Background: an optimization exercise with open tools, aiming at small area and a short achievable clock period. Do not read the settings as production practice.
In this exercise RTL edits were held to simulation tests only and were not proved equivalent to the original.
Power is estimated from default activity; no workload was simulated. The flow treats the clock pin as an ideal source, which a real chip does not have.

Design Scrambler, start of the top module:
module Scrambler(
  input         clock,
  input         reset,
  input  [63:0] io_in,
  output [63:0] io_out
);
  reg [63:0] p1;
  reg [63:0] p2;
  reg [63:0] p3;
  reg [63:0] p4;
  reg [63:0] p5;
  reg [63:0] p6;
  reg [63:0] q1;
  reg [63:0] q2;
  reg [63:0] q3;
  reg [63:0] q4;
  reg [63:0] q5;
  reg [63:0] q6;
  reg [63:0] q7;
  reg [63:0] q8;
  reg [63:0] q9;
  reg [63:0] q10;
  reg [63:0] q11;
  reg [63:0] q12;
  reg [63:0] q13;
  reg [63:0] q14;
  reg [63:0] q15;
  reg [63:0] q16;
  reg [63:0] q17;
  reg  [4:0] cnt;    
  reg        m6;     
  reg        m18;    
  wire m18_next = !reset && (m18 || cnt == 5'd17);
  wire m6_next  = !reset && (m6 || cnt == 5'd5);
  add_out u_out (.a(io_in), .b(q17), .s(io_out));
  wire [63:0] q1_next;   
  add_q u_q (.a(p1), .b(p6), .s(q1_next));
  always @(posedge clock) begin
    p1  <= io_out;
    p2  <= p1;
    p3  <= p2;
    p4  <= p3;
    p5  <= p4;
    p6  <= m6_next ? p5 : 64'h0;
    q1  <= q1_next;
    q2 <= q1;
    q3 <= q2;
    q4 <= q3;
    q5 <= q4;
    q6 <= q5;
    q7 <= q6;
    q8 <= q7;
    q9 <= q8;
    q10 <= q9;
    q11 <= q10;
    q12 <= q11;
    q13 <= q12;
    q14 <= q13;
    q15 <= q14;
    q16 <= q15;
    q17 <= m18_next ? q16 : 64'h0;
  end
  always @(posedge clock) begin
    if (reset) begin
      cnt <= 5'd0;
    end else if (!m18) begin
      cnt <= cnt + 5'd1;
    end
    m6  <= m6_next;
    m18 <= m18_next;
  end
endmodule
For scale: about 0.036 mm2 of cells after synthesis.
clock: 6.0 ns
lec_check: 0
cap_margin: 20
core_margin: 2
core_utilization: 72
cts_cluster_diameter: 80
cts_cluster_size: 32
setup_slack_margin: 2.5
slew_margin: 20
synth_hierarchical: 1
synth_minimum_keep_size: 0
tns_end_percent: 5
standard.sh (not shown) runs the stock make flow with config.mk's settings and CLKGATE_MAP_FILE= SYNTH_SCRIPT=/design/flow/synth_recipe.tcl, a recipe that flattens the netlist after the stock synthesis.
==> flow/flow/run.sh <==
#!/bin/bash
# Layout flow: the standard flow (standard.sh, the ORFS make targets), run
# in two steps.  Synthesis is the standard one, unchanged.  The rest of the
# layout differs from the standard flow in these settings only:
#  - the pins are placed by flow/io.tcl (ORFS IO_CONSTRAINTS): io_in[i] and
#    io_out[i] side by side along the bottom edge in bit order, so that the
#    adder between them can be placed compactly;
#  - the port buffers that buffer_ports inserts are plain buffers (buf_2)
#    rather than the delay cell it would pick on its own;
#  - the resizer may swap a cell for one of another footprint
#    (MATCH_CELL_FOOTPRINT=0; sky130hd's platform config sets it to 1).
# Each step's full output goes to its own log file in the work folder.
set -euo pipefail
here=$(pwd)
bash standard.sh synth > run_synth.log 2>&1
bash standard.sh "IO_CONSTRAINTS=$here/flow/io.tcl" IO_PIN_STEP=2 \
  "BUFFER_PORTS_ARGS=-buffer_cell sky130_fd_sc_hd__buf_2" \
  MATCH_CELL_FOOTPRINT=0 finish > run_layout.log 2>&1
==> flow/flow/io.tcl <==
# Pin placement, sourced at the end of floorplanning (ORFS IO_CONSTRAINTS).
# io_in[i] and io_out[i] sit side by side along the bottom edge, in bit order
# (bit 0 at the left), so that the io_in -> io_out adder can be placed as a
# compact strip next to its pins.  clock and reset go on the left edge.
set die [ord::get_die_area]
set W [expr {[lindex $die 2] - [lindex $die 0]}]
set H [expr {[lindex $die 3] - [lindex $die 1]}]
set pitch 0.46
set offset 0.23
set step $::env(IO_PIN_STEP)
set n 128
set span [expr {($n - 1) * $step * $pitch}]
set k [expr {int((($W - $span) / 2.0 - $offset) / $pitch)}]
for {set i 0} {$i < 64} {incr i} {
  foreach p [list "io_in\[$i\]" "io_out\[$i\]"] {
    place_pin -pin_name $p -layer met2 \
      -location [list [expr {$offset + $k * $pitch}] 0.242] -force_to_die_boundary
    incr k $step
  }
}
# the left edge's horizontal pins use met3 on a 0.68 um pitch (offset 0.34)
set row [expr {int(($H / 2.0 - 0.34) / 0.68)}]
place_pin -pin_name clock -layer met3 \
  -location [list 0.4 [expr {0.34 + $row * 0.68}]] -force_to_die_boundary
place_pin -pin_name reset -layer met3 \
  -location [list 0.4 [expr {0.34 + ($row + 8) * 0.68}]] -force_to_die_boundary
The starting point finished clean.
Edit:
--- a/flow/flow/run.sh
+++ b/flow/flow/run.sh
@@ -16 +16 @@
-bash standard.sh "IO_CONSTRAINTS=$here/flow/io.tcl" IO_PIN_STEP=2 \
+bash standard.sh "IO_CONSTRAINTS=$here/flow/io.tcl" IO_PIN_STEP=1 \
--- a/flow/config.mk
+++ b/flow/config.mk
@@ -10 +10 @@
-export CORE_UTILIZATION = 72
+export CORE_UTILIZATION = 65
Area after synthesis stays the same.
Worst hold slack got worse by 27 ps.
Combinational power is lower by about 2%.
Sequential cell count stays the same.
Maximum frequency is lower by about 1.3%.
Total power is higher by 1.8%.
Final area hardly moves.
Wire length is higher by about 1.8%.
Setup slack got worse by 59 ps.
Sequential power is about the same.
Via count stays flat.
Edit:
--- a/flow/flow/run.sh
+++ b/flow/flow/run.sh
@@ -16 +16 @@
-bash standard.sh "IO_CONSTRAINTS=$here/flow/io.tcl" IO_PIN_STEP=1 \
+bash standard.sh "IO_CONSTRAINTS=$here/flow/io.tcl" IO_PIN_STEP=2 \
--- a/flow/config.mk
+++ b/flow/config.mk
@@ -17 +16,0 @@
-export TNS_END_PERCENT = 5
Effect: The new run completed with no timing, DRC or antenna violations. Wire length hardly moves. First-iteration DRC count went up by 8.0%. Clock power goes down by about 4%. Design area came out higher by 5.1%. Area after synthesis stays the same. Via count rises by 1.8%. Sequential power is about the same. Synthesized cell count does not change.
Edit:
--- a/flow/flow/run.sh
+++ b/flow/flow/run.sh
@@ -16 +16 @@
-bash standard.sh "IO_CONSTRAINTS=$here/flow/io.tcl" IO_PIN_STEP=2 \
+bash standard.sh "IO_CONSTRAINTS=$here/flow/io.tcl" IO_PIN_STEP=4 \
--- a/flow/config.mk
+++ b/flow/config.mk
@@ -16,0 +17 @@
+export TNS_END_PERCENT = 5
Effect: Wire length shrinks by 8.8%; register-to-register slack loses 730 ps; via count shrinks by 3.7%; clock-buffer cell count shrinks by 2; cell count shrinks by 2.6%; core utilization shrinks by 3.5 points; first-iteration DRC count shrinks by 13%; fmax grows by 0.92%; design area shrinks by 4.6%; total power shrinks by 1.1%.

[static timing again, ports no longer ideal]
The results above use ideal ports. As a check the final layouts listed here were re-extracted and re-timed, cells and wires unchanged.
Step 1 sets driving cells, clkbuf_16 on the clock port and buf_2 on the other inputs (assumed; they add their load-dependent delay and slew).
Step 2 times the ports against the registers' clock, not the clock port: input delays grow and output delays shrink by t, the midpoint of the rising clock arrivals with the driver on.
Three values: ideal, step 1, step 2; two values: the first two.
| run | t (ns) | setup WS [ns] | clock arrival spread, ns |
|---|---|---|---|
| the first run | 0.672 | 1.637 / 1.577 / 1.577 | 0.020 / 0.020 |
| the second run | 0.669 | 1.578 / 1.456 / 1.456 | 0.032 / 0.031 |
| the third run | 0.667 | 1.562 / 1.500 / 1.500 | 0.033 / 0.033 |
| the fourth run | 0.669 | 1.603 / 1.562 / 1.562 | 0.023 / 0.023 |
After both steps setup and hold are still met in every run listed. For the second run, which loses most, drivers alone change the setup slack by -0.122 ns; drivers and shift together by -0.122 ns.
